This is an optimization exercise on Yosys and OpenROAD, whose aim is small area, a short achievable clock period and few clock cycles per item, not a production implementation.
In this exercise RTL edits were held to simulation tests only and were not proved equivalent to the original.
No activity file was given, so power comes from the tool's default toggle rates.

==> design.v <==
module booth (
    input  wire        clk  ,
    input  wire        rst_n,
    input  wire [15:0] x    ,
    input  wire [15:0] y    ,
    input  wire        start,
    output wire [31:0] z    ,
    output wire        busy
);
assign busy = 1'b0;
wire one0, two0;
menc ue0 (.y2(y[1]), .y1(y[0]), .y0(1'b0), .one(one0), .two(two0));
wire one1, two1;
menc ue1 (.y2(y[3]), .y1(y[2]), .y0(y[1]), .one(one1), .two(two1));
wire one2, two2;
menc ue2 (.y2(y[5]), .y1(y[4]), .y0(y[3]), .one(one2), .two(two2));
wire one3, two3;
menc ue3 (.y2(y[7]), .y1(y[6]), .y0(y[5]), .one(one3), .two(two3));
wire one4, two4;
menc ue4 (.y2(y[9]), .y1(y[8]), .y0(y[7]), .one(one4), .two(two4));
wire one5, two5;
menc ue5 (.y2(y[11]), .y1(y[10]), .y0(y[9]), .one(one5), .two(two5));
wire one6, two6;
menc ue6 (.y2(y[13]), .y1(y[12]), .y0(y[11]), .one(one6), .two(two6));
wire one7, two7;
menc ue7 (.y2(y[15]), .y1(y[14]), .y0(y[13]), .one(one7), .two(two7));
wire pp0_0;
mbs upp0_0 (.xj(x[0]), .xm(1'b0), .one(one0), .two(two0), .neg(y[1]), .pp(pp0_0));
wire pp0_1;
mbs upp0_1 (.xj(x[1]), .xm(x[0]), .one(one0), .two(two0), .neg(y[1]), .pp(pp0_1));
wire pp0_2;
mbs upp0_2 (.xj(x[2]), .xm(x[1]), .one(one0), .two(two0), .neg(y[1]), .pp(pp0_2));
wire pp0_3;
mbs upp0_3 (.xj(x[3]), .xm(x[2]), .one(one0), .two(two0), .neg(y[1]), .pp(pp0_3));
wire pp0_4;
mbs upp0_4 (.xj(x[4]), .xm(x[3]), .one(one0), .two(two0), .neg(y[1]), .pp(pp0_4));
wire pp0_5;
mbs upp0_5 (.xj(x[5]), .xm(x[4]), .one(one0), .two(two0), .neg(y[1]), .pp(pp0_5));
wire pp0_6;
mbs upp0_6 (.xj(x[6]), .xm(x[5]), .one(one0), .two(two0), .neg(y[1]), .pp(pp0_6));
wire pp0_7;
mbs upp0_7 (.xj(x[7]), .xm(x[6]), .one(one0), .two(two0), .neg(y[1]), .pp(pp0_7));
wire pp0_8;
mbs upp0_8 (.xj(x[8]), .xm(x[7]), .one(one0), .two(two0), .neg(y[1]), .pp(pp0_8));
wire pp0_9;
mbs upp0_9 (.xj(x[9]), .xm(x[8]), .one(one0), .two(two0), .neg(y[1]), .pp(pp0_9));
wire pp0_10;
mbs upp0_10 (.xj(x[10]), .xm(x[9]), .one(one0), .two(two0), .neg(y[1]), .pp(pp0_10));
wire pp0_11;
mbs upp0_11 (.xj(x[11]), .xm(x[10]), .one(one0), .two(two0), .neg(y[1]), .pp(pp0_11));
wire pp0_12;
mbs upp0_12 (.xj(x[12]), .xm(x[11]), .one(one0), .two(two0), .neg(y[1]), .pp(pp0_12));
wire pp0_13;
mbs upp0_13 (.xj(x[13]), .xm(x[12]), .one(one0), .two(two0), .neg(y[1]), .pp(pp0_13));
wire pp0_14;
mbs upp0_14 (.xj(x[14]), .xm(x[13]), .one(one0), .two(two0), .neg(y[1]), .pp(pp0_14));
wire pp0_15;
mbs upp0_15 (.xj(x[15]), .xm(x[14]), .one(one0), .two(two0), .neg(y[1]), .pp(pp0_15));
wire pp0_16;
mbsn upp0_16 (.xj(x[15]), .xm(x[15]), .one(one0), .two(two0), .neg(y[1]), .pp(pp0_16));
wire s0n;
minv us0n (.a(pp0_16), .y(s0n));
wire pp1_0;
mbs upp1_0 (.xj(x[0]), .xm(1'b0), .one(one1), .two(two1), .neg(y[3]), .pp(pp1_0));
wire pp1_1;
mbs upp1_1 (.xj(x[1]), .xm(x[0]), .one(one1), .two(two1), .neg(y[3]), .pp(pp1_1));
wire pp1_2;
mbs upp1_2 (.xj(x[2]), .xm(x[1]), .one(one1), .two(two1), .neg(y[3]), .pp(pp1_2));
wire pp1_3;
mbs upp1_3 (.xj(x[3]), .xm(x[2]), .one(one1), .two(two1), .neg(y[3]), .pp(pp1_3));
wire pp1_4;
mbs upp1_4 (.xj(x[4]), .xm(x[3]), .one(one1), .two(two1), .neg(y[3]), .pp(pp1_4));
wire pp1_5;
mbs upp1_5 (.xj(x[5]), .xm(x[4]), .one(one1), .two(two1), .neg(y[3]), .pp(pp1_5));
wire pp1_6;
mbs upp1_6 (.xj(x[6]), .xm(x[5]), .one(one1), .two(two1), .neg(y[3]), .pp(pp1_6));
wire pp1_7;
mbs upp1_7 (.xj(x[7]), .xm(x[6]), .one(one1), .two(two1), .neg(y[3]), .pp(pp1_7));
wire pp1_8;
mbs upp1_8 (.xj(x[8]), .xm(x[7]), .one(one1), .two(two1), .neg(y[3]), .pp(pp1_8));
wire pp1_9;
mbs upp1_9 (.xj(x[9]), .xm(x[8]), .one(one1), .two(two1), .neg(y[3]), .pp(pp1_9));
wire pp1_10;
mbs upp1_10 (.xj(x[10]), .xm(x[9]), .one(one1), .two(two1), .neg(y[3]), .pp(pp1_10));
wire pp1_11;
mbs upp1_11 (.xj(x[11]), .xm(x[10]), .one(one1), .two(two1), .neg(y[3]), .pp(pp1_11));
wire pp1_12;
mbs upp1_12 (.xj(x[12]), .xm(x[11]), .one(one1), .two(two1), .neg(y[3]), .pp(pp1_12));
wire pp1_13;
mbs upp1_13 (.xj(x[13]), .xm(x[12]), .one(one1), .two(two1), .neg(y[3]), .pp(pp1_13));
wire pp1_14;
mbs upp1_14 (.xj(x[14]), .xm(x[13]), .one(one1), .two(two1), .neg(y[3]), .pp(pp1_14));
wire pp1_15;
mbs upp1_15 (.xj(x[15]), .xm(x[14]), .one(one1), .two(two1), .neg(y[3]), .pp(pp1_15));
wire pp1_16;
mbsn upp1_16 (.xj(x[15]), .xm(x[15]), .one(one1), .two(two1), .neg(y[3]), .pp(pp1_16));
wire pp2_0;
mbs upp2_0 (.xj(x[0]), .xm(1'b0), .one(one2), .two(two2), .neg(y[5]), .pp(pp2_0));
wire pp2_1;
mbs upp2_1 (.xj(x[1]), .xm(x[0]), .one(one2), .two(two2), .neg(y[5]), .pp(pp2_1));
wire pp2_2;
mbs upp2_2 (.xj(x[2]), .xm(x[1]), .one(one2), .two(two2), .neg(y[5]), .pp(pp2_2));
wire pp2_3;
mbs upp2_3 (.xj(x[3]), .xm(x[2]), .one(one2), .two(two2), .neg(y[5]), .pp(pp2_3));
wire pp2_4;
mbs upp2_4 (.xj(x[4]), .xm(x[3]), .one(one2), .two(two2), .neg(y[5]), .pp(pp2_4));
wire pp2_5;
mbs upp2_5 (.xj(x[5]), .xm(x[4]), .one(one2), .two(two2), .neg(y[5]), .pp(pp2_5));
wire pp2_6;
mbs upp2_6 (.xj(x[6]), .xm(x[5]), .one(one2), .two(two2), .neg(y[5]), .pp(pp2_6));
wire pp2_7;
mbs upp2_7 (.xj(x[7]), .xm(x[6]), .one(one2), .two(two2), .neg(y[5]), .pp(pp2_7));
wire pp2_8;
mbs upp2_8 (.xj(x[8]), .xm(x[7]), .one(one2), .two(two2), .neg(y[5]), .pp(pp2_8));
wire pp2_9;
mbs upp2_9 (.xj(x[9]), .xm(x[8]), .one(one2), .two(two2), .neg(y[5]), .pp(pp2_9));
wire pp2_10;
mbs upp2_10 (.xj(x[10]), .xm(x[9]), .one(one2), .two(two2), .neg(y[5]), .pp(pp2_10));
wire pp2_11;
mbs upp2_11 (.xj(x[11]), .xm(x[10]), .one(one2), .two(two2), .neg(y[5]), .pp(pp2_11));
wire pp2_12;
mbs upp2_12 (.xj(x[12]), .xm(x[11]), .one(one2), .two(two2), .neg(y[5]), .pp(pp2_12));
wire pp2_13;
mbs upp2_13 (.xj(x[13]), .xm(x[12]), .one(one2), .two(two2), .neg(y[5]), .pp(pp2_13));
wire pp2_14;
mbs upp2_14 (.xj(x[14]), .xm(x[13]), .one(one2), .two(two2), .neg(y[5]), .pp(pp2_14));
wire pp2_15;
mbs upp2_15 (.xj(x[15]), .xm(x[14]), .one(one2), .two(two2), .neg(y[5]), .pp(pp2_15));
wire pp2_16;
mbsn upp2_16 (.xj(x[15]), .xm(x[15]), .one(one2), .two(two2), .neg(y[5]), .pp(pp2_16));
wire pp3_0;
mbs upp3_0 (.xj(x[0]), .xm(1'b0), .one(one3), .two(two3), .neg(y[7]), .pp(pp3_0));
wire pp3_1;
mbs upp3_1 (.xj(x[1]), .xm(x[0]), .one(one3), .two(two3), .neg(y[7]), .pp(pp3_1));
wire pp3_2;
mbs upp3_2 (.xj(x[2]), .xm(x[1]), .one(one3), .two(two3), .neg(y[7]), .pp(pp3_2));
wire pp3_3;
mbs upp3_3 (.xj(x[3]), .xm(x[2]), .one(one3), .two(two3), .neg(y[7]), .pp(pp3_3));
wire pp3_4;
mbs upp3_4 (.xj(x[4]), .xm(x[3]), .one(one3), .two(two3), .neg(y[7]), .pp(pp3_4));
wire pp3_5;
mbs upp3_5 (.xj(x[5]), .xm(x[4]), .one(one3), .two(two3), .neg(y[7]), .pp(pp3_5));
wire pp3_6;
mbs upp3_6 (.xj(x[6]), .xm(x[5]), .one(one3), .two(two3), .neg(y[7]), .pp(pp3_6));
wire pp3_7;
mbs upp3_7 (.xj(x[7]), .xm(x[6]), .one(one3), .two(two3), .neg(y[7]), .pp(pp3_7));
wire pp3_8;
mbs upp3_8 (.xj(x[8]), .xm(x[7]), .one(one3), .two(two3), .neg(y[7]), .pp(pp3_8));
wire pp3_9;
mbs upp3_9 (.xj(x[9]), .xm(x[8]), .one(one3), .two(two3), .neg(y[7]), .pp(pp3_9));
wire pp3_10;
mbs upp3_10 (.xj(x[10]), .xm(x[9]), .one(one3), .two(two3), .neg(y[7]), .pp(pp3_10));
wire pp3_11;
mbs upp3_11 (.xj(x[11]), .xm(x[10]), .one(one3), .two(two3), .neg(y[7]), .pp(pp3_11));
wire pp3_12;
mbs upp3_12 (.xj(x[12]), .xm(x[11]), .one(one3), .two(two3), .neg(y[7]), .pp(pp3_12));
wire pp3_13;
mbs upp3_13 (.xj(x[13]), .xm(x[12]), .one(one3), .two(two3), .neg(y[7]), .pp(pp3_13));
wire pp3_14;
mbs upp3_14 (.xj(x[14]), .xm(x[13]), .one(one3), .two(two3), .neg(y[7]), .pp(pp3_14));
wire pp3_15;
mbs upp3_15 (.xj(x[15]), .xm(x[14]), .one(one3), .two(two3), .neg(y[7]), .pp(pp3_15));
wire pp3_16;
mbsn upp3_16 (.xj(x[15]), .xm(x[15]), .one(one3), .two(two3), .neg(y[7]), .pp(pp3_16));
wire pp4_0;
mbs upp4_0 (.xj(x[0]), .xm(1'b0), .one(one4), .two(two4), .neg(y[9]), .pp(pp4_0));
wire pp4_1;
mbs upp4_1 (.xj(x[1]), .xm(x[0]), .one(one4), .two(two4), .neg(y[9]), .pp(pp4_1));
wire pp4_2;
mbs upp4_2 (.xj(x[2]), .xm(x[1]), .one(one4), .two(two4), .neg(y[9]), .pp(pp4_2));
wire pp4_3;
mbs upp4_3 (.xj(x[3]), .xm(x[2]), .one(one4), .two(two4), .neg(y[9]), .pp(pp4_3));
wire pp4_4;
mbs upp4_4 (.xj(x[4]), .xm(x[3]), .one(one4), .two(two4), .neg(y[9]), .pp(pp4_4));
wire pp4_5;
mbs upp4_5 (.xj(x[5]), .xm(x[4]), .one(one4), .two(two4), .neg(y[9]), .pp(pp4_5));
wire pp4_6;
mbs upp4_6 (.xj(x[6]), .xm(x[5]), .one(one4), .two(two4), .neg(y[9]), .pp(pp4_6));
wire pp4_7;
mbs upp4_7 (.xj(x[7]), .xm(x[6]), .one(one4), .two(two4), .neg(y[9]), .pp(pp4_7));
wire pp4_8;
mbs upp4_8 (.xj(x[8]), .xm(x[7]), .one(one4), .two(two4), .neg(y[9]), .pp(pp4_8));
wire pp4_9;
mbs upp4_9 (.xj(x[9]), .xm(x[8]), .one(one4), .two(two4), .neg(y[9]), .pp(pp4_9));
wire pp4_10;
mbs upp4_10 (.xj(x[10]), .xm(x[9]), .one(one4), .two(two4), .neg(y[9]), .pp(pp4_10));
wire pp4_11;
mbs upp4_11 (.xj(x[11]), .xm(x[10]), .one(one4), .two(two4), .neg(y[9]), .pp(pp4_11));
wire pp4_12;
mbs upp4_12 (.xj(x[12]), .xm(x[11]), .one(one4), .two(two4), .neg(y[9]), .pp(pp4_12));
wire pp4_13;
mbs upp4_13 (.xj(x[13]), .xm(x[12]), .one(one4), .two(two4), .neg(y[9]), .pp(pp4_13));
wire pp4_14;
mbs upp4_14 (.xj(x[14]), .xm(x[13]), .one(one4), .two(two4), .neg(y[9]), .pp(pp4_14));
wire pp4_15;
mbs upp4_15 (.xj(x[15]), .xm(x[14]), .one(one4), .two(two4), .neg(y[9]), .pp(pp4_15));
wire pp4_16;
mbsn upp4_16 (.xj(x[15]), .xm(x[15]), .one(one4), .two(two4), .neg(y[9]), .pp(pp4_16));
wire pp5_0;
mbs upp5_0 (.xj(x[0]), .xm(1'b0), .one(one5), .two(two5), .neg(y[11]), .pp(pp5_0));
wire pp5_1;
mbs upp5_1 (.xj(x[1]), .xm(x[0]), .one(one5), .two(two5), .neg(y[11]), .pp(pp5_1));
wire pp5_2;
mbs upp5_2 (.xj(x[2]), .xm(x[1]), .one(one5), .two(two5), .neg(y[11]), .pp(pp5_2));
wire pp5_3;
mbs upp5_3 (.xj(x[3]), .xm(x[2]), .one(one5), .two(two5), .neg(y[11]), .pp(pp5_3));
wire pp5_4;
mbs upp5_4 (.xj(x[4]), .xm(x[3]), .one(one5), .two(two5), .neg(y[11]), .pp(pp5_4));
wire pp5_5;
mbs upp5_5 (.xj(x[5]), .xm(x[4]), .one(one5), .two(two5), .neg(y[11]), .pp(pp5_5));
wire pp5_6;
mbs upp5_6 (.xj(x[6]), .xm(x[5]), .one(one5), .two(two5), .neg(y[11]), .pp(pp5_6));
wire pp5_7;
mbs upp5_7 (.xj(x[7]), .xm(x[6]), .one(one5), .two(two5), .neg(y[11]), .pp(pp5_7));
wire pp5_8;
mbs upp5_8 (.xj(x[8]), .xm(x[7]), .one(one5), .two(two5), .neg(y[11]), .pp(pp5_8));
wire pp5_9;
mbs upp5_9 (.xj(x[9]), .xm(x[8]), .one(one5), .two(two5), .neg(y[11]), .pp(pp5_9));
wire pp5_10;
mbs upp5_10 (.xj(x[10]), .xm(x[9]), .one(one5), .two(two5), .neg(y[11]), .pp(pp5_10));
wire pp5_11;
mbs upp5_11 (.xj(x[11]), .xm(x[10]), .one(one5), .two(two5), .neg(y[11]), .pp(pp5_11));
wire pp5_12;
mbs upp5_12 (.xj(x[12]), .xm(x[11]), .one(one5), .two(two5), .neg(y[11]), .pp(pp5_12));
wire pp5_13;
mbs upp5_13 (.xj(x[13]), .xm(x[12]), .one(one5), .two(two5), .neg(y[11]), .pp(pp5_13));
wire pp5_14;
mbs upp5_14 (.xj(x[14]), .xm(x[13]), .one(one5), .two(two5), .neg(y[11]), .pp(pp5_14));
wire pp5_15;
mbs upp5_15 (.xj(x[15]), .xm(x[14]), .one(one5), .two(two5), .neg(y[11]), .pp(pp5_15));
wire pp5_16;
mbsn upp5_16 (.xj(x[15]), .xm(x[15]), .one(one5), .two(two5), .neg(y[11]), .pp(pp5_16));
wire pp6_0;
mbs upp6_0 (.xj(x[0]), .xm(1'b0), .one(one6), .two(two6), .neg(y[13]), .pp(pp6_0));
wire pp6_1;
mbs upp6_1 (.xj(x[1]), .xm(x[0]), .one(one6), .two(two6), .neg(y[13]), .pp(pp6_1));
wire pp6_2;
mbs upp6_2 (.xj(x[2]), .xm(x[1]), .one(one6), .two(two6), .neg(y[13]), .pp(pp6_2));
wire pp6_3;
mbs upp6_3 (.xj(x[3]), .xm(x[2]), .one(one6), .two(two6), .neg(y[13]), .pp(pp6_3));
wire pp6_4;
mbs upp6_4 (.xj(x[4]), .xm(x[3]), .one(one6), .two(two6), .neg(y[13]), .pp(pp6_4));
wire pp6_5;
mbs upp6_5 (.xj(x[5]), .xm(x[4]), .one(one6), .two(two6), .neg(y[13]), .pp(pp6_5));
wire pp6_6;
mbs upp6_6 (.xj(x[6]), .xm(x[5]), .one(one6), .two(two6), .neg(y[13]), .pp(pp6_6));
wire pp6_7;
mbs upp6_7 (.xj(x[7]), .xm(x[6]), .one(one6), .two(two6), .neg(y[13]), .pp(pp6_7));
wire pp6_8;
mbs upp6_8 (.xj(x[8]), .xm(x[7]), .one(one6), .two(two6), .neg(y[13]), .pp(pp6_8));
wire pp6_9;
mbs upp6_9 (.xj(x[9]), .xm(x[8]), .one(one6), .two(two6), .neg(y[13]), .pp(pp6_9));
wire pp6_10;
mbs upp6_10 (.xj(x[10]), .xm(x[9]), .one(one6), .two(two6), .neg(y[13]), .pp(pp6_10));
wire pp6_11;
mbs upp6_11 (.xj(x[11]), .xm(x[10]), .one(one6), .two(two6), .neg(y[13]), .pp(pp6_11));
wire pp6_12;
mbs upp6_12 (.xj(x[12]), .xm(x[11]), .one(one6), .two(two6), .neg(y[13]), .pp(pp6_12));
wire pp6_13;
mbs upp6_13 (.xj(x[13]), .xm(x[12]), .one(one6), .two(two6), .neg(y[13]), .pp(pp6_13));
wire pp6_14;
mbs upp6_14 (.xj(x[14]), .xm(x[13]), .one(one6), .two(two6), .neg(y[13]), .pp(pp6_14));
wire pp6_15;
mbs upp6_15 (.xj(x[15]), .xm(x[14]), .one(one6), .two(two6), .neg(y[13]), .pp(pp6_15));
wire pp6_16;
mbsn upp6_16 (.xj(x[15]), .xm(x[15]), .one(one6), .two(two6), .neg(y[13]), .pp(pp6_16));
wire pp7_0;
mbs upp7_0 (.xj(x[0]), .xm(1'b0), .one(one7), .two(two7), .neg(y[15]), .pp(pp7_0));
wire pp7_1;
mbs upp7_1 (.xj(x[1]), .xm(x[0]), .one(one7), .two(two7), .neg(y[15]), .pp(pp7_1));
wire pp7_2;
mbs upp7_2 (.xj(x[2]), .xm(x[1]), .one(one7), .two(two7), .neg(y[15]), .pp(pp7_2));
wire pp7_3;
mbs upp7_3 (.xj(x[3]), .xm(x[2]), .one(one7), .two(two7), .neg(y[15]), .pp(pp7_3));
wire pp7_4;
mbs upp7_4 (.xj(x[4]), .xm(x[3]), .one(one7), .two(two7), .neg(y[15]), .pp(pp7_4));
wire pp7_5;
mbs upp7_5 (.xj(x[5]), .xm(x[4]), .one(one7), .two(two7), .neg(y[15]), .pp(pp7_5));
wire pp7_6;
mbs upp7_6 (.xj(x[6]), .xm(x[5]), .one(one7), .two(two7), .neg(y[15]), .pp(pp7_6));
wire pp7_7;
mbs upp7_7 (.xj(x[7]), .xm(x[6]), .one(one7), .two(two7), .neg(y[15]), .pp(pp7_7));
wire pp7_8;
mbs upp7_8 (.xj(x[8]), .xm(x[7]), .one(one7), .two(two7), .neg(y[15]), .pp(pp7_8));
wire pp7_9;
mbs upp7_9 (.xj(x[9]), .xm(x[8]), .one(one7), .two(two7), .neg(y[15]), .pp(pp7_9));
wire pp7_10;
mbs upp7_10 (.xj(x[10]), .xm(x[9]), .one(one7), .two(two7), .neg(y[15]), .pp(pp7_10));
wire pp7_11;
mbs upp7_11 (.xj(x[11]), .xm(x[10]), .one(one7), .two(two7), .neg(y[15]), .pp(pp7_11));
wire pp7_12;
mbs upp7_12 (.xj(x[12]), .xm(x[11]), .one(one7), .two(two7), .neg(y[15]), .pp(pp7_12));
wire pp7_13;
mbs upp7_13 (.xj(x[13]), .xm(x[12]), .one(one7), .two(two7), .neg(y[15]), .pp(pp7_13));
wire pp7_14;
mbs upp7_14 (.xj(x[14]), .xm(x[13]), .one(one7), .two(two7), .neg(y[15]), .pp(pp7_14));
wire pp7_15;
mbs upp7_15 (.xj(x[15]), .xm(x[14]), .one(one7), .two(two7), .neg(y[15]), .pp(pp7_15));
wire pp7_16;
mbsn upp7_16 (.xj(x[15]), .xm(x[15]), .one(one7), .two(two7), .neg(y[15]), .pp(pp7_16));
wire s1, c2;
mha us1 (.a(y[3]), .b(pp0_2), .s(s1), .co(c2));
wire s3, c4;
mha us3 (.a(pp0_3), .b(pp1_1), .s(s3), .co(c4));
wire s5, c6;
mfa us5 (.a(y[5]), .b(pp0_4), .c(pp1_2), .s(s5), .co(c6));
wire s7, c8;
mha us7 (.a(pp2_0), .b(c4), .s(s7), .co(c8));
wire s9, c10;
mfa us9 (.a(pp0_5), .b(pp1_3), .c(pp2_1), .s(s9), .co(c10));
wire s11, c12;
mha us11 (.a(c6), .b(c8), .s(s11), .co(c12));
wire s13, c14;
mfa us13 (.a(y[7]), .b(pp0_6), .c(pp1_4), .s(s13), .co(c14));
wire s15, c16;
mfa us15 (.a(pp2_2), .b(pp3_0), .c(c10), .s(s15), .co(c16));
wire s17, c18;
mha us17 (.a(s13), .b(c12), .s(s17), .co(c18));
wire s19, c20;
mfa us19 (.a(pp0_7), .b(pp1_5), .c(pp2_3), .s(s19), .co(c20));
wire s21, c22;
mfa us21 (.a(pp3_1), .b(c14), .c(s19), .s(s21), .co(c22));
wire s23, c24;
mha us23 (.a(c16), .b(c18), .s(s23), .co(c24));
wire s25, c26;
mfa us25 (.a(y[9]), .b(pp0_8), .c(pp1_6), .s(s25), .co(c26));
wire s27, c28;
mfa us27 (.a(pp2_4), .b(pp3_2), .c(pp4_0), .s(s27), .co(c28));
wire s29, c30;
mfa us29 (.a(c20), .b(s25), .c(s27), .s(s29), .co(c30));
wire s31, c32;
mha us31 (.a(c22), .b(s29), .s(s31), .co(c32));
wire s33, c34;
mfa us33 (.a(pp0_9), .b(pp1_7), .c(pp2_5), .s(s33), .co(c34));
wire s35, c36;
mfa us35 (.a(pp3_3), .b(pp4_1), .c(c26), .s(s35), .co(c36));
wire s37, c38;
mfa us37 (.a(c28), .b(s33), .c(s35), .s(s37), .co(c38));
wire s39, c40;
mha us39 (.a(c30), .b(c32), .s(s39), .co(c40));
wire s41, c42;
mfa us41 (.a(y[11]), .b(pp0_10), .c(pp1_8), .s(s41), .co(c42));
wire s43, c44;
mfa us43 (.a(pp2_6), .b(pp3_4), .c(pp4_2), .s(s43), .co(c44));
wire s45, c46;
mfa us45 (.a(pp5_0), .b(c34), .c(s41), .s(s45), .co(c46));
wire s47, c48;
mfa us47 (.a(s43), .b(c36), .c(s45), .s(s47), .co(c48));
wire s49, c50;
mha us49 (.a(c38), .b(c40), .s(s49), .co(c50));
wire s51, c52;
mfa us51 (.a(pp0_11), .b(pp1_9), .c(pp2_7), .s(s51), .co(c52));
wire s53, c54;
mfa us53 (.a(pp3_5), .b(pp4_3), .c(pp5_1), .s(s53), .co(c54));
wire s55, c56;
mfa us55 (.a(c42), .b(c44), .c(s51), .s(s55), .co(c56));
wire s57, c58;
mfa us57 (.a(s53), .b(c46), .c(s55), .s(s57), .co(c58));
wire s59, c60;
mha us59 (.a(c48), .b(s57), .s(s59), .co(c60));
wire s61, c62;
mfa us61 (.a(y[13]), .b(pp0_12), .c(pp1_10), .s(s61), .co(c62));
wire s63, c64;
mfa us63 (.a(pp2_8), .b(pp3_6), .c(pp4_4), .s(s63), .co(c64));
wire s65, c66;
mfa us65 (.a(pp5_2), .b(pp6_0), .c(c52), .s(s65), .co(c66));
wire s67, c68;
mfa us67 (.a(c54), .b(s61), .c(s63), .s(s67), .co(c68));
wire s69, c70;
mfa us69 (.a(s65), .b(c56), .c(s67), .s(s69), .co(c70));
wire s71, c72;
mha us71 (.a(c58), .b(s69), .s(s71), .co(c72));
wire s73, c74;
mfa us73 (.a(pp0_13), .b(pp1_11), .c(pp2_9), .s(s73), .co(c74));
wire s75, c76;
mfa us75 (.a(pp3_7), .b(pp4_5), .c(pp5_3), .s(s75), .co(c76));
wire s77, c78;
mfa us77 (.a(pp6_1), .b(c62), .c(c64), .s(s77), .co(c78));
wire s79, c80;
mfa us79 (.a(s73), .b(s75), .c(c66), .s(s79), .co(c80));
wire s81, c82;
mfa us81 (.a(s77), .b(c68), .c(s79), .s(s81), .co(c82));
wire s83, c84;
mha us83 (.a(c70), .b(c72), .s(s83), .co(c84));
wire s85, c86;
mfa us85 (.a(y[15]), .b(pp0_14), .c(pp1_12), .s(s85), .co(c86));
wire s87, c88;
mfa us87 (.a(pp2_10), .b(pp3_8), .c(pp4_6), .s(s87), .co(c88));
wire s89, c90;
mfa us89 (.a(pp5_4), .b(pp6_2), .c(pp7_0), .s(s89), .co(c90));
wire s91, c92;
mfa us91 (.a(c74), .b(c76), .c(s85), .s(s91), .co(c92));
wire s93, c94;
mfa us93 (.a(s87), .b(s89), .c(c78), .s(s93), .co(c94));
wire s95, c96;
mfa us95 (.a(s91), .b(c80), .c(s93), .s(s95), .co(c96));
wire s97, c98;
mha us97 (.a(c82), .b(s95), .s(s97), .co(c98));
wire s99, c100;
mfa us99 (.a(pp0_15), .b(pp1_13), .c(pp2_11), .s(s99), .co(c100));
wire s101, c102;
mfa us101 (.a(pp3_9), .b(pp4_7), .c(pp5_5), .s(s101), .co(c102));
wire s103, c104;
mfa us103 (.a(pp6_3), .b(pp7_1), .c(c86), .s(s103), .co(c104));
wire s105, c106;
mfa us105 (.a(c88), .b(c90), .c(s99), .s(s105), .co(c106));
wire s107, c108;
mfa us107 (.a(s101), .b(s103), .c(c92), .s(s107), .co(c108));
wire s109, c110;
mfa us109 (.a(s105), .b(c94), .c(s107), .s(s109), .co(c110));
wire s111, c112;
mha us111 (.a(c96), .b(s109), .s(s111), .co(c112));
wire s113, c114;
mfa us113 (.a(s0n), .b(pp1_14), .c(pp2_12), .s(s113), .co(c114));
wire s115, c116;
mfa us115 (.a(pp3_10), .b(pp4_8), .c(pp5_6), .s(s115), .co(c116));
wire s117, c118;
mfa us117 (.a(pp6_4), .b(pp7_2), .c(c100), .s(s117), .co(c118));
wire s119, c120;
mfa us119 (.a(c102), .b(s113), .c(s115), .s(s119), .co(c120));
wire s121, c122;
mfa us121 (.a(c104), .b(s117), .c(c106), .s(s121), .co(c122));
wire s123, c124;
mfa us123 (.a(s119), .b(c108), .c(s121), .s(s123), .co(c124));
wire s125, c126;
mha us125 (.a(c110), .b(s123), .s(s125), .co(c126));
wire s127, c128;
mfa us127 (.a(s0n), .b(pp1_15), .c(pp2_13), .s(s127), .co(c128));
wire s129, c130;
mfa us129 (.a(pp3_11), .b(pp4_9), .c(pp5_7), .s(s129), .co(c130));
wire s131, c132;
mfa us131 (.a(pp6_5), .b(pp7_3), .c(c114), .s(s131), .co(c132));
wire s133, c134;
mfa us133 (.a(c116), .b(s127), .c(s129), .s(s133), .co(c134));
wire s135, c136;
mfa us135 (.a(c118), .b(s131), .c(c120), .s(s135), .co(c136));
wire s137, c138;
mfa us137 (.a(s133), .b(c122), .c(s135), .s(s137), .co(c138));
wire s139, c140;
mha us139 (.a(c124), .b(s137), .s(s139), .co(c140));
wire s141, c142;
mfa us141 (.a(pp0_16), .b(pp1_16), .c(pp2_14), .s(s141), .co(c142));
wire s143, c144;
mfa us143 (.a(pp3_12), .b(pp4_10), .c(pp5_8), .s(s143), .co(c144));
wire s145, c146;
mfa us145 (.a(pp6_6), .b(pp7_4), .c(c128), .s(s145), .co(c146));
wire s147, c148;
mfa us147 (.a(c130), .b(s141), .c(s143), .s(s147), .co(c148));
wire s149, c150;
mfa us149 (.a(c132), .b(s145), .c(c134), .s(s149), .co(c150));
wire s151, c152;
mfa us151 (.a(s147), .b(c136), .c(s149), .s(s151), .co(c152));
wire s153, c154;
mha us153 (.a(c138), .b(s151), .s(s153), .co(c154));
wire s155;
minv us155 (.a(pp2_15), .y(s155));
wire s156, c157;
mfa us156 (.a(pp3_13), .b(pp4_11), .c(pp5_9), .s(s156), .co(c157));
wire s158, c159;
mfa us158 (.a(pp6_7), .b(pp7_5), .c(s155), .s(s158), .co(c159));
wire s160, c161;
mfa us160 (.a(c142), .b(c144), .c(s156), .s(s160), .co(c161));
wire s162, c163;
mfa us162 (.a(s158), .b(c146), .c(c148), .s(s162), .co(c163));
wire s164, c165;
mfa us164 (.a(s160), .b(c150), .c(s162), .s(s164), .co(c165));
wire s166, c167;
mha us166 (.a(c152), .b(s164), .s(s166), .co(c167));
wire s168, c169;
mfa us168 (.a(pp2_16), .b(pp3_14), .c(pp4_12), .s(s168), .co(c169));
wire s170, c171;
mfa us170 (.a(pp5_10), .b(pp6_8), .c(pp7_6), .s(s170), .co(c171));
wire s172, c173;
mfa us172 (.a(pp2_15), .b(c157), .c(s168), .s(s172), .co(c173));
wire s174, c175;
mfa us174 (.a(s170), .b(c159), .c(c161), .s(s174), .co(c175));
wire s176, c177;
mfa us176 (.a(s172), .b(c163), .c(s174), .s(s176), .co(c177));
wire s178, c179;
mha us178 (.a(c165), .b(s176), .s(s178), .co(c179));
wire s180;
minv us180 (.a(pp3_15), .y(s180));
wire s181, c182;
mfa us181 (.a(pp4_13), .b(pp5_11), .c(pp6_9), .s(s181), .co(c182));
wire s183, c184;
mfa us183 (.a(pp7_7), .b(s180), .c(c169), .s(s183), .co(c184));
wire s185, c186;
mfa us185 (.a(c171), .b(s181), .c(s183), .s(s185), .co(c186));
wire s187, c188;
mfa us187 (.a(c173), .b(c175), .c(s185), .s(s187), .co(c188));
wire s189, c190;
mha us189 (.a(c177), .b(s187), .s(s189), .co(c190));
wire s191, c192;
mfa us191 (.a(pp3_16), .b(pp4_14), .c(pp5_12), .s(s191), .co(c192));
wire s193, c194;
mfa us193 (.a(pp6_10), .b(pp7_8), .c(pp3_15), .s(s193), .co(c194));
wire s195, c196;
mfa us195 (.a(c182), .b(s191), .c(s193), .s(s195), .co(c196));
wire s197, c198;
mfa us197 (.a(c184), .b(s195), .c(c186), .s(s197), .co(c198));
wire s199, c200;
mha us199 (.a(c188), .b(s197), .s(s199), .co(c200));
wire s201;
minv us201 (.a(pp4_15), .y(s201));
wire s202, c203;
mfa us202 (.a(pp5_13), .b(pp6_11), .c(pp7_9), .s(s202), .co(c203));
wire s204, c205;
mfa us204 (.a(s201), .b(c192), .c(c194), .s(s204), .co(c205));
wire s206, c207;
mfa us206 (.a(s202), .b(s204), .c(c196), .s(s206), .co(c207));
wire s208, c209;
mha us208 (.a(s206), .b(c198), .s(s208), .co(c209));
wire s210, c211;
mfa us210 (.a(pp4_16), .b(pp5_14), .c(pp6_12), .s(s210), .co(c211));
wire s212, c213;
mfa us212 (.a(pp7_10), .b(pp4_15), .c(c203), .s(s212), .co(c213));
wire s214, c215;
mfa us214 (.a(s210), .b(c205), .c(s212), .s(s214), .co(c215));
wire s216, c217;
mha us216 (.a(c207), .b(s214), .s(s216), .co(c217));
wire s218;
minv us218 (.a(pp5_15), .y(s218));
wire s219, c220;
mfa us219 (.a(pp6_13), .b(pp7_11), .c(s218), .s(s219), .co(c220));
wire s221, c222;
mfa us221 (.a(c211), .b(s219), .c(c213), .s(s221), .co(c222));
wire s223, c224;
mha us223 (.a(c215), .b(s221), .s(s223), .co(c224));
wire s225, c226;
mfa us225 (.a(pp5_16), .b(pp6_14), .c(pp7_12), .s(s225), .co(c226));
wire s227, c228;
mfa us227 (.a(pp5_15), .b(s225), .c(c220), .s(s227), .co(c228));
wire s229, c230;
mha us229 (.a(s227), .b(c222), .s(s229), .co(c230));
wire s231;
minv us231 (.a(pp6_15), .y(s231));
wire s232, c233;
mfa us232 (.a(pp7_13), .b(s231), .c(c226), .s(s232), .co(c233));
wire s234, c235;
mha us234 (.a(s232), .b(c228), .s(s234), .co(c235));
wire s236, c237;
mfa us236 (.a(pp6_16), .b(pp7_14), .c(pp6_15), .s(s236), .co(c237));
wire s238, c239;
mha us238 (.a(s236), .b(c233), .s(s238), .co(c239));
wire s240;
minv us240 (.a(pp7_15), .y(s240));
wire s241, c242;
mha us241 (.a(s240), .b(c237), .s(s241), .co(c242));
wire s243, c244;
mha us243 (.a(pp7_16), .b(pp7_15), .s(s243), .co(c244));
wire s245;
minv us245 (.a(c244), .y(s245));
wire lp246, lg247;
mha ulp246 (.a(pp0_0), .b(y[1]), .s(lp246), .co(lg247));
wire lp248, lg249;
mha ulp248 (.a(pp1_0), .b(s1), .s(lp248), .co(lg249));
wire lp250, lg251;
mha ulp250 (.a(c2), .b(s3), .s(lp250), .co(lg251));
wire lp252, lg253;
mha ulp252 (.a(s5), .b(s7), .s(lp252), .co(lg253));
wire lp254, lg255;
mha ulp254 (.a(s9), .b(s11), .s(lp254), .co(lg255));
wire lp256, lg257;
mha ulp256 (.a(s15), .b(s17), .s(lp256), .co(lg257));
wire lp258, lg259;
mha ulp258 (.a(s21), .b(s23), .s(lp258), .co(lg259));
wire lp260, lg261;
mha ulp260 (.a(c24), .b(s31), .s(lp260), .co(lg261));
wire lp262, lg263;
mha ulp262 (.a(s37), .b(s39), .s(lp262), .co(lg263));
wire lq264;
mand ulq264 (.a(lp248), .b(pp0_1), .y(lq264));
wire lg265;
mao ulg265 (.g1(lg253), .p1(lp252), .g0(lg251), .g(lg265));
wire lq266;
mand ulq266 (.a(lp252), .b(lp250), .y(lq266));
wire lg267;
mao ulg267 (.g1(lg257), .p1(lp256), .g0(lg255), .g(lg267));
wire lq268;
mand ulq268 (.a(lp256), .b(lp254), .y(lq268));
wire lg269;
mao ulg269 (.g1(lg261), .p1(lp260), .g0(lg259), .g(lg269));
wire lq270;
mand ulq270 (.a(lp260), .b(lp258), .y(lq270));
wire la271;
mand ula271 (.a(pp0_1), .b(lg247), .y(la271));
wire lg272;
mao ulg272 (.g1(lg249), .p1(lq264), .g0(lg247), .g(lg272));
wire lg273;
mao ulg273 (.g1(lg255), .p1(lp254), .g0(lg265), .g(lg273));
wire lq274;
mand ulq274 (.a(lp254), .b(lq266), .y(lq274));
wire lg275;
mao ulg275 (.g1(lg267), .p1(lq268), .g0(lg265), .g(lg275));
wire lq276;
mand ulq276 (.a(lq268), .b(lq266), .y(lq276));
wire lg277;
mao ulg277 (.g1(lg263), .p1(lp262), .g0(lg269), .g(lg277));
wire lq278;
mand ulq278 (.a(lp262), .b(lq270), .y(lq278));
wire lg279;
mao ulg279 (.g1(lg251), .p1(lp250), .g0(lg272), .g(lg279));
wire lg280;
mao ulg280 (.g1(lg265), .p1(lq266), .g0(lg272), .g(lg280));
wire lg281;
mao ulg281 (.g1(lg273), .p1(lq274), .g0(lg272), .g(lg281));
wire lg282;
mao ulg282 (.g1(lg275), .p1(lq276), .g0(lg272), .g(lg282));
wire lg283;
mao ulg283 (.g1(lg259), .p1(lp258), .g0(lg282), .g(lg283));
wire lg284;
mao ulg284 (.g1(lg269), .p1(lq270), .g0(lg282), .g(lg284));
wire lg285;
mao ulg285 (.g1(lg277), .p1(lq278), .g0(lg282), .g(lg285));
wire ls286;
mxor uls286 (.a(pp0_1), .b(lg247), .y(ls286));
wire ls287;
mxor uls287 (.a(lp248), .b(la271), .y(ls287));
wire ls288;
mxor uls288 (.a(lp250), .b(lg272), .y(ls288));
wire ls289;
mxor uls289 (.a(lp252), .b(lg279), .y(ls289));
wire ls290;
mxor uls290 (.a(lp254), .b(lg280), .y(ls290));
wire ls291;
mxor uls291 (.a(lp256), .b(lg281), .y(ls291));
wire ls292;
mxor uls292 (.a(lp258), .b(lg282), .y(ls292));
wire ls293;
mxor uls293 (.a(lp260), .b(lg283), .y(ls293));
wire ls294;
mxor uls294 (.a(lp262), .b(lg284), .y(ls294));
reg [10:0] qlo;
reg [21:0] qa;
reg [20:0] qb;
wire hp295, hg296;
mha uhp295 (.a(qa[0]), .b(qb[0]), .s(hp295), .co(hg296));
wire hp297, hg298;
mha uhp297 (.a(qa[1]), .b(qb[1]), .s(hp297), .co(hg298));
wire hp299, hg300;
mha uhp299 (.a(qa[2]), .b(qb[2]), .s(hp299), .co(hg300));
wire hp301, hg302;
mha uhp301 (.a(qa[3]), .b(qb[3]), .s(hp301), .co(hg302));
wire hp303, hg304;
mha uhp303 (.a(qa[4]), .b(qb[4]), .s(hp303), .co(hg304));
wire hp305, hg306;
mha uhp305 (.a(qa[5]), .b(qb[5]), .s(hp305), .co(hg306));
wire hp307, hg308;
mha uhp307 (.a(qa[6]), .b(qb[6]), .s(hp307), .co(hg308));
wire hp309, hg310;
mha uhp309 (.a(qa[7]), .b(qb[7]), .s(hp309), .co(hg310));
wire hp311, hg312;
mha uhp311 (.a(qa[8]), .b(qb[8]), .s(hp311), .co(hg312));
wire hp313, hg314;
mha uhp313 (.a(qa[9]), .b(qb[9]), .s(hp313), .co(hg314));
wire hp315, hg316;
mha uhp315 (.a(qa[10]), .b(qb[10]), .s(hp315), .co(hg316));
wire hp317, hg318;
mha uhp317 (.a(qa[11]), .b(qb[11]), .s(hp317), .co(hg318));
wire hp319, hg320;
mha uhp319 (.a(qa[12]), .b(qb[12]), .s(hp319), .co(hg320));
wire hp321, hg322;
mha uhp321 (.a(qa[13]), .b(qb[13]), .s(hp321), .co(hg322));
wire hp323, hg324;
mha uhp323 (.a(qa[14]), .b(qb[14]), .s(hp323), .co(hg324));
wire hp325, hg326;
mha uhp325 (.a(qa[15]), .b(qb[15]), .s(hp325), .co(hg326));
wire hp327, hg328;
mha uhp327 (.a(qa[16]), .b(qb[16]), .s(hp327), .co(hg328));
wire hp329, hg330;
mha uhp329 (.a(qa[17]), .b(qb[17]), .s(hp329), .co(hg330));
wire hp331, hg332;
mha uhp331 (.a(qa[18]), .b(qb[18]), .s(hp331), .co(hg332));
wire hp333, hg334;
mha uhp333 (.a(qa[19]), .b(qb[19]), .s(hp333), .co(hg334));
wire hp335, hg336;
mha uhp335 (.a(qa[20]), .b(qb[20]), .s(hp335), .co(hg336));
wire hg337;
mao uhg337 (.g1(hg296), .p1(hp295), .g0(qlo[10]), .g(hg337));
wire hg338;
mao uhg338 (.g1(hg300), .p1(hp299), .g0(hg298), .g(hg338));
wire hq339;
mand uhq339 (.a(hp299), .b(hp297), .y(hq339));
wire hg340;
mao uhg340 (.g1(hg304), .p1(hp303), .g0(hg302), .g(hg340));
wire hq341;
mand uhq341 (.a(hp303), .b(hp301), .y(hq341));
wire hg342;
mao uhg342 (.g1(hg308), .p1(hp307), .g0(hg306), .g(hg342));
wire hq343;
mand uhq343 (.a(hp307), .b(hp305), .y(hq343));
wire hg344;
mao uhg344 (.g1(hg312), .p1(hp311), .g0(hg310), .g(hg344));
wire hq345;
mand uhq345 (.a(hp311), .b(hp309), .y(hq345));
wire hg346;
mao uhg346 (.g1(hg316), .p1(hp315), .g0(hg314), .g(hg346));
wire hq347;
mand uhq347 (.a(hp315), .b(hp313), .y(hq347));
wire hg348;
mao uhg348 (.g1(hg320), .p1(hp319), .g0(hg318), .g(hg348));
wire hq349;
mand uhq349 (.a(hp319), .b(hp317), .y(hq349));
wire hg350;
mao uhg350 (.g1(hg324), .p1(hp323), .g0(hg322), .g(hg350));
wire hq351;
mand uhq351 (.a(hp323), .b(hp321), .y(hq351));
wire hg352;
mao uhg352 (.g1(hg328), .p1(hp327), .g0(hg326), .g(hg352));
wire hq353;
mand uhq353 (.a(hp327), .b(hp325), .y(hq353));
wire hg354;
mao uhg354 (.g1(hg332), .p1(hp331), .g0(hg330), .g(hg354));
wire hq355;
mand uhq355 (.a(hp331), .b(hp329), .y(hq355));
wire hg356;
mao uhg356 (.g1(hg336), .p1(hp335), .g0(hg334), .g(hg356));
wire hq357;
mand uhq357 (.a(hp335), .b(hp333), .y(hq357));
wire hg358;
mao uhg358 (.g1(hg298), .p1(hp297), .g0(hg337), .g(hg358));
wire hg359;
mao uhg359 (.g1(hg338), .p1(hq339), .g0(hg337), .g(hg359));
wire hg360;
mao uhg360 (.g1(hg306), .p1(hp305), .g0(hg340), .g(hg360));
wire hq361;
mand uhq361 (.a(hp305), .b(hq341), .y(hq361));
wire hg362;
mao uhg362 (.g1(hg342), .p1(hq343), .g0(hg340), .g(hg362));
wire hq363;
mand uhq363 (.a(hq343), .b(hq341), .y(hq363));
wire hg364;
mao uhg364 (.g1(hg314), .p1(hp313), .g0(hg344), .g(hg364));
wire hq365;
mand uhq365 (.a(hp313), .b(hq345), .y(hq365));
wire hg366;
mao uhg366 (.g1(hg346), .p1(hq347), .g0(hg344), .g(hg366));
wire hq367;
mand uhq367 (.a(hq347), .b(hq345), .y(hq367));
wire hg368;
mao uhg368 (.g1(hg322), .p1(hp321), .g0(hg348), .g(hg368));
wire hq369;
mand uhq369 (.a(hp321), .b(hq349), .y(hq369));
wire hg370;
mao uhg370 (.g1(hg350), .p1(hq351), .g0(hg348), .g(hg370));
wire hq371;
mand uhq371 (.a(hq351), .b(hq349), .y(hq371));
wire hg372;
mao uhg372 (.g1(hg330), .p1(hp329), .g0(hg352), .g(hg372));
wire hq373;
mand uhq373 (.a(hp329), .b(hq353), .y(hq373));
wire hg374;
mao uhg374 (.g1(hg354), .p1(hq355), .g0(hg352), .g(hg374));
wire hq375;
mand uhq375 (.a(hq355), .b(hq353), .y(hq375));
wire ha376;
mand uha376 (.a(qa[21]), .b(hg356), .y(ha376));
wire hq377;
mand uhq377 (.a(qa[21]), .b(hq357), .y(hq377));
wire hg378;
mao uhg378 (.g1(hg302), .p1(hp301), .g0(hg359), .g(hg378));
wire hg379;
mao uhg379 (.g1(hg340), .p1(hq341), .g0(hg359), .g(hg379));
wire hg380;
mao uhg380 (.g1(hg360), .p1(hq361), .g0(hg359), .g(hg380));
wire hg381;
mao uhg381 (.g1(hg362), .p1(hq363), .g0(hg359), .g(hg381));
wire hg382;
mao uhg382 (.g1(hg318), .p1(hp317), .g0(hg366), .g(hg382));
wire hq383;
mand uhq383 (.a(hp317), .b(hq367), .y(hq383));
wire hg384;
mao uhg384 (.g1(hg348), .p1(hq349), .g0(hg366), .g(hg384));
wire hq385;
mand uhq385 (.a(hq349), .b(hq367), .y(hq385));
wire hg386;
mao uhg386 (.g1(hg368), .p1(hq369), .g0(hg366), .g(hg386));
wire hq387;
mand uhq387 (.a(hq369), .b(hq367), .y(hq387));
wire hg388;
mao uhg388 (.g1(hg370), .p1(hq371), .g0(hg366), .g(hg388));
wire hq389;
mand uhq389 (.a(hq371), .b(hq367), .y(hq389));
wire hg390;
mao uhg390 (.g1(hg334), .p1(hp333), .g0(hg374), .g(hg390));
wire hq391;
mand uhq391 (.a(hp333), .b(hq375), .y(hq391));
wire hg392;
mao uhg392 (.g1(hg356), .p1(hq357), .g0(hg374), .g(hg392));
wire hq393;
mand uhq393 (.a(hq357), .b(hq375), .y(hq393));
wire hg394;
mao uhg394 (.g1(ha376), .p1(hq377), .g0(hg374), .g(hg394));
wire hq395;
mand uhq395 (.a(hq377), .b(hq375), .y(hq395));
wire hg396;
mao uhg396 (.g1(hg310), .p1(hp309), .g0(hg381), .g(hg396));
wire hg397;
mao uhg397 (.g1(hg344), .p1(hq345), .g0(hg381), .g(hg397));
wire hg398;
mao uhg398 (.g1(hg364), .p1(hq365), .g0(hg381), .g(hg398));
wire hg399;
mao uhg399 (.g1(hg366), .p1(hq367), .g0(hg381), .g(hg399));
wire hg400;
mao uhg400 (.g1(hg382), .p1(hq383), .g0(hg381), .g(hg400));
wire hg401;
mao uhg401 (.g1(hg384), .p1(hq385), .g0(hg381), .g(hg401));
wire hg402;
mao uhg402 (.g1(hg386), .p1(hq387), .g0(hg381), .g(hg402));
wire hg403;
mao uhg403 (.g1(hg388), .p1(hq389), .g0(hg381), .g(hg403));
wire hg404;
mao uhg404 (.g1(hg326), .p1(hp325), .g0(hg403), .g(hg404));
wire hg405;
mao uhg405 (.g1(hg352), .p1(hq353), .g0(hg403), .g(hg405));
wire hg406;
mao uhg406 (.g1(hg372), .p1(hq373), .g0(hg403), .g(hg406));
wire hg407;
mao uhg407 (.g1(hg374), .p1(hq375), .g0(hg403), .g(hg407));
wire hg408;
mao uhg408 (.g1(hg390), .p1(hq391), .g0(hg403), .g(hg408));
wire hg409;
mao uhg409 (.g1(hg392), .p1(hq393), .g0(hg403), .g(hg409));
wire hg410;
mao uhg410 (.g1(hg394), .p1(hq395), .g0(hg403), .g(hg410));
wire hs411;
mxor uhs411 (.a(hp295), .b(qlo[10]), .y(hs411));
wire hs412;
mxor uhs412 (.a(hp297), .b(hg337), .y(hs412));
wire hs413;
mxor uhs413 (.a(hp299), .b(hg358), .y(hs413));
wire hs414;
mxor uhs414 (.a(hp301), .b(hg359), .y(hs414));
wire hs415;
mxor uhs415 (.a(hp303), .b(hg378), .y(hs415));
wire hs416;
mxor uhs416 (.a(hp305), .b(hg379), .y(hs416));
wire hs417;
mxor uhs417 (.a(hp307), .b(hg380), .y(hs417));
wire hs418;
mxor uhs418 (.a(hp309), .b(hg381), .y(hs418));
wire hs419;
mxor uhs419 (.a(hp311), .b(hg396), .y(hs419));
wire hs420;
mxor uhs420 (.a(hp313), .b(hg397), .y(hs420));
wire hs421;
mxor uhs421 (.a(hp315), .b(hg398), .y(hs421));
wire hs422;
mxor uhs422 (.a(hp317), .b(hg399), .y(hs422));
wire hs423;
mxor uhs423 (.a(hp319), .b(hg400), .y(hs423));
wire hs424;
mxor uhs424 (.a(hp321), .b(hg401), .y(hs424));
wire hs425;
mxor uhs425 (.a(hp323), .b(hg402), .y(hs425));
wire hs426;
mxor uhs426 (.a(hp325), .b(hg403), .y(hs426));
wire hs427;
mxor uhs427 (.a(hp327), .b(hg404), .y(hs427));
wire hs428;
mxor uhs428 (.a(hp329), .b(hg405), .y(hs428));
wire hs429;
mxor uhs429 (.a(hp331), .b(hg406), .y(hs429));
wire hs430;
mxor uhs430 (.a(hp333), .b(hg407), .y(hs430));
wire hs431;
mxor uhs431 (.a(hp335), .b(hg408), .y(hs431));
wire hs432;
mxor uhs432 (.a(qa[21]), .b(hg409), .y(hs432));
assign z = {hs432, hs431, hs430, hs429, hs428, hs427, hs426, hs425, hs424, hs423, hs422, hs421, hs420, hs419, hs418, hs417, hs416, hs415, hs414, hs413, hs412, hs411, qlo[9], qlo[8], qlo[7], qlo[6], qlo[5], qlo[4], qlo[3], qlo[2], qlo[1], qlo[0]};
always @(posedge clk)
    if (start) begin
        qlo <= {lg285, ls294, ls293, ls292, ls291, ls290, ls289, ls288, ls287, ls286, lp246};
        qa <= {s245, c242, c239, c235, c230, c224, c217, c209, c200, c190, c179, c167, c154, c140, c126, c112, c98, c84, s81, c60, c50, s47};
        qb <= {s243, s241, s238, s234, s229, s223, s216, s208, s199, s189, s178, s166, s153, s139, s125, s111, s97, s83, s71, s59, s49};
    end
endmodule
module menc (input wire y2, input wire y1, input wire y0, output wire one, output wire two);
assign one = y1 ^ y0;
assign two = (y2 & ~y1 & ~y0) | (~y2 & y1 & y0);
endmodule
module mbs (input wire xj, input wire xm, input wire one, input wire two, input wire neg, output wire pp);
assign pp = ((one & xj) | (two & xm)) ^ neg;
endmodule
module mbsn (input wire xj, input wire xm, input wire one, input wire two, input wire neg, output wire pp);
assign pp = ~(((one & xj) | (two & xm)) ^ neg);
endmodule
module mfa (input wire a, input wire b, input wire c, output wire s, output wire co);
assign s  = a ^ b ^ c;
assign co = (a & b) | (a & c) | (b & c);
endmodule
module mha (input wire a, input wire b, output wire s, output wire co);
assign s  = a ^ b;
assign co = a & b;
endmodule
module minv (input wire a, output wire y);
assign y = ~a;
endmodule
module mand (input wire a, input wire b, output wire y);
assign y = a & b;
endmodule
module mxor (input wire a, input wire b, output wire y);
assign y = a ^ b;
endmodule
module mao (input wire g1, input wire p1, input wire g0, output wire g);
assign g = g1 | (p1 & g0);
endmodule
==> flow/run.sh <==
#!/bin/bash
set -euo pipefail
export BUFFER_PORTS_ARGS="-buffer_cell sky130_fd_sc_hd__buf_1"
export PRE_FLOORPLAN_TCL="$PWD/flow/downsize.tcl"
bash standard.sh > standard.log 2>&1
==> flow/downsize.tcl <==
# Start the layout from the smallest drive strength of each combinational
# cell that synthesis picked; timing repair later sizes up what it needs.
set db [ord::get_db]
set block [ord::get_db_block]
set n 0
foreach inst [$block getInsts] {
  set m [[$inst getMaster] getName]
  if {![regexp {^(sky130_fd_sc_hd__([a-z0-9]+))_([0-9]+)$} $m -> base short drive]} { continue }
  if {[regexp {^(s?e?df|dl|conb|tap|fill|decap|clk)} $short]} { continue }
  foreach d {0 1 2} {
    if {$d >= $drive} { break }
    set cand ${base}_$d
    set cm [$db findMaster $cand]
    if {$cm eq "NULL" || $cm eq ""} { continue }
    replace_cell [$inst getName] $cand
    incr n
    break
  }
}
puts "downsize.tcl: resized $n instances"
==> standard.sh <==
#!/bin/bash
# synth_recipe.tcl (not shown) runs the flow's synth.tcl, then flattens the netlist and writes it again
# the make line also repeats each setting of config.mk as NAME=value (left out here)
make -C /OpenROAD-flow-scripts/flow DESIGN_CONFIG=/design/flow/config.mk WORK_HOME=/design/flow/orfs CLKGATE_MAP_FILE= SYNTH_SCRIPT=/design/flow/synth_recipe.tcl "${@:-finish}"
==> config.mk <==
export PLATFORM = sky130hd
export DESIGN_NAME = booth
export DESIGN_NICKNAME = booth
export VERILOG_FILES = /design/flow/design.v
export SDC_FILE = /design/flow/constraint.sdc
export NUM_CORES = 4
export LEC_CHECK = 0
export CAP_MARGIN = 20
export CORE_MARGIN = 2
export CORE_UTILIZATION = 40
export CTS_BUF_LIST = sky130_fd_sc_hd__clkbuf_8
export SLEW_MARGIN = 20
export SYNTH_HIERARCHICAL = 1
export SYNTH_MINIMUM_KEEP_SIZE = 0
==> constraint.sdc <==
create_clock -name core_clock -period 4.0 [get_ports {clk}]
set_input_delay 0.8000 -clock core_clock [delete_from_list [all_inputs] [get_ports {clk}]]
set_output_delay 0.8000 -clock core_clock [all_outputs]
set_load 0.01 [all_outputs]
==> run_results.csv <==
group,metric,value,unit
job,max_cap_viol_count,0,
route,drt_iter0_drc,365,
grt,gr-total-overflow,0,
worst_setup_path,startpoint_type,"primary input",
place,dp.cells,1033,
layout,seqCellArea,1622,µm²
grt,grt_pass1_wl,31.73,mm
layout,final_cells,1053,
floorplanning,io_pins,68,
timing,maxSlewHeadroom,0.5011,
worst_setup_path,cp.required,4.08,ns
layout,fin_area,9394,µm²
worst_setup_path,cpPeakStageDelay,0.54,ns
outcome,status,"complete, no violations",
timing,fin_crit,3.945,ns
power_and_ir_drop,powerDensity,715.6,nW/µm²
layout,multi_input_area,6222,µm²
route,antenna_left,0,
timing,setup_viol,0,
place,io_buffers,65,
worst_setup_path,end_kind,"flop",
layout,drive_gt1_frac,0.1868,
floorplanning,die_y,142.3,µm
clock_tree,cts-htree-levels,2,
worst_setup_path,path_depth,16,
route,vias,5864,
floorplanning,dieArea,20240,µm²
worst_setup_path,cp_top_family,"adder cells",
place,pre_cts_ws,-0.5094,ns
place,gp_congestion,0.8798,
route,routed_via_density,5.569,
layout,nets,1003,
route,drtPass1Iterations,5,
worst_setup_path,arrival,4.03,ns
grt,grt_antenna_before_repair,0,
grt,grt_max_degree,41,
floorplanning,core,18710,µm²
grt,grt_use_met2,0.3382,
timing,worst_hold_slack,0.9340,ns
timing,fmax,253.5,MHz
timing,finalHoldViolCount,0,
route,drt_wl_total,19.63,mm
worst_setup_path,worstPathCellList,"buf_6, buf_4, nand2b_4, o22ai_4, buf_12, buf_4, a22oi_1, xnor2_1, fa_1, fa_1, ha_4, and2_0, and2_0, a21o_1, a21o_1, xor2_1",
clock_tree,numCtsBuffers,5,
layout,fill_cells,1673,
timing,layout_setup_ws,0.05511,ns
min_path,hold_depth,1,
grt,busiest_layer,"met2",
route,remaining_drc_errors,0,
worst_setup_path,path_class,"primary input to flop",
grt,grt_use_met1,0.2598,
power_and_ir_drop,ir_drop,0.3190,mV
logic_synthesis,ys_warn_count,7,
min_path,hold_start,"start",
timing,period_share,0.9862,
min_path,hp-class,"primary input to flop",
place,place_hpwl,15.13,mm
clock_tree,cts.sinks,54,
grt,grtUsageTotal,0.1979,
logic_synthesis,syn_inst,671,
clock_tree,cts.clk_slew.worst_paths,0.10,ns
place,placed_area,8907,µm²
grt,met3_usage,0.03836,
grt,grt_pass1_vias,6310,
floorplanning,die_x,142.3,µm
timing,worst_pin_slew,0.7484,ns
timing,slew_viol_final,0,
clock_tree,hold_buffers,0,
worst_setup_path,crit_buf_inv,4,
floorplanning,rows,50,
worst_setup_path,cp_max_fo,6,
floorplanning,start_util,0.4088,
route,wl_per_cell,18.64,µm
power_and_ir_drop,total_leakage_power,3.808,nW
min_path,hold_end,"qb[18]",
clock_tree,root_buffer,"clkbuf_8",
layout,post-route-util,0.5022,
layout,diodes,0,
clock_tree,clock_path_buffers,2,
clock_tree,cts_tree,"built",
worst_setup_path,slowest_stage,"fa_1",
final cells by class:
class	count	share of cell area
repair buffers	163	0.1197
inverters	8	0.003197
multi-input cells	587	0.6624
clock buffers	5	0.007326
flip-flops and latches	54	0.1726
well taps	234	0.03117
clock inverters	2	0.003596
flip-flops by register name, indices dropped and copies added, names as in the netlist:
register / count
qa: 22
qlo: 11
qb: 21
per-layer routing:
metal / share of wire / vias to the layer above
met5: 0 / -
met4: 0.0095 / 0
met3: 0.060 / 16
met2: 0.50 / 182
met1: 0.43 / 2943
li1: - / 2723
per-stage QoR:
stage / TNS (ns) / power (mW)
floorplan: 0 / 4.951
global placement: -9.516 / 6.065
detailed placement: -10.82 / 6.239
CTS: -0.0001892 / 6.666
global route: -0.01485 / 7.517
finish: 0 / 6.722
repair_timing:
item                                   CTS  global route
gates cloned                             0             2
endpoints found under the hold margin    0             0
pin swaps                                0            30
setup buffers                            0            10
resized for setup                        5            51
setup endpoints to repair               17            22
cell usage in the layout (no fill, tap or decap), types with 12 or more instances in the layout:
cell / instances
buf_4: 87
a22oi_1: 133
fa_1: 76
buf_1: 56
a21o_1: 59
fa_2: 14
edfxtp_1: 54
and2_0: 32
ha_1: 56
conb_1: 12
xnor2_1: 127
xor2_1: 39
power breakdown:
| part | internal [mW] | total (mW) | switching, mW |
|---|---|---|---|
| clock | 0.182 | 0.384 | 0.202 |
| combinational | 2.36 | 5.04 | 2.69 |
| sequential | 1.22 | 1.30 | 0.0807 |
| total | 3.75 | 6.72 | 2.97 |
how the worst max path moves through the flow:
stage / end / startpoint / slack (ns)
2_1_floorplan: qb[11] / y[4] / 0.002
3_3_place_gp: qb[6] / y[3] / -0.47
3_5_place_dp: qb[11] / y[3] / -0.51
4_1_cts: qb[9] / y[5] / -0.0002
5_1_grt: qb[8] / y[10] / -0.009
6_report: qlo[9] / y[4] / 0.06
Testbench counts, summed over its fixed seeds: cycles 3,200, items 3,200.

==> separate check: timing with driven ports <==
The results above use ideal ports. As a check the final layout listed here was re-extracted and re-timed, cells and wires unchanged.
Step 1 assumes that a clkbuf_16 drives the clock port and a buf_2 every other input.
Step 2 moves the port delays by t, midway between the first and last clock arrival at a register: inputs arrive t later, outputs are due t later. That takes back most of the time a late clock gives input paths.
Slacks: ideal ports / drivers / drivers and shift; pairs: ideal ports / drivers.
shift t [ns]: 0.369
setup WS [ns]: 0.055 / 0.053 / -0.316
slew at the worst register clock pin (ns): 0.12 / 0.12
pins driven straight from the clock port: 1
Met with ideal ports but missed after step 2: setup timing in this run. For this run, drivers alone change the setup slack by -0.002 ns; drivers and shift together by -0.371 ns.
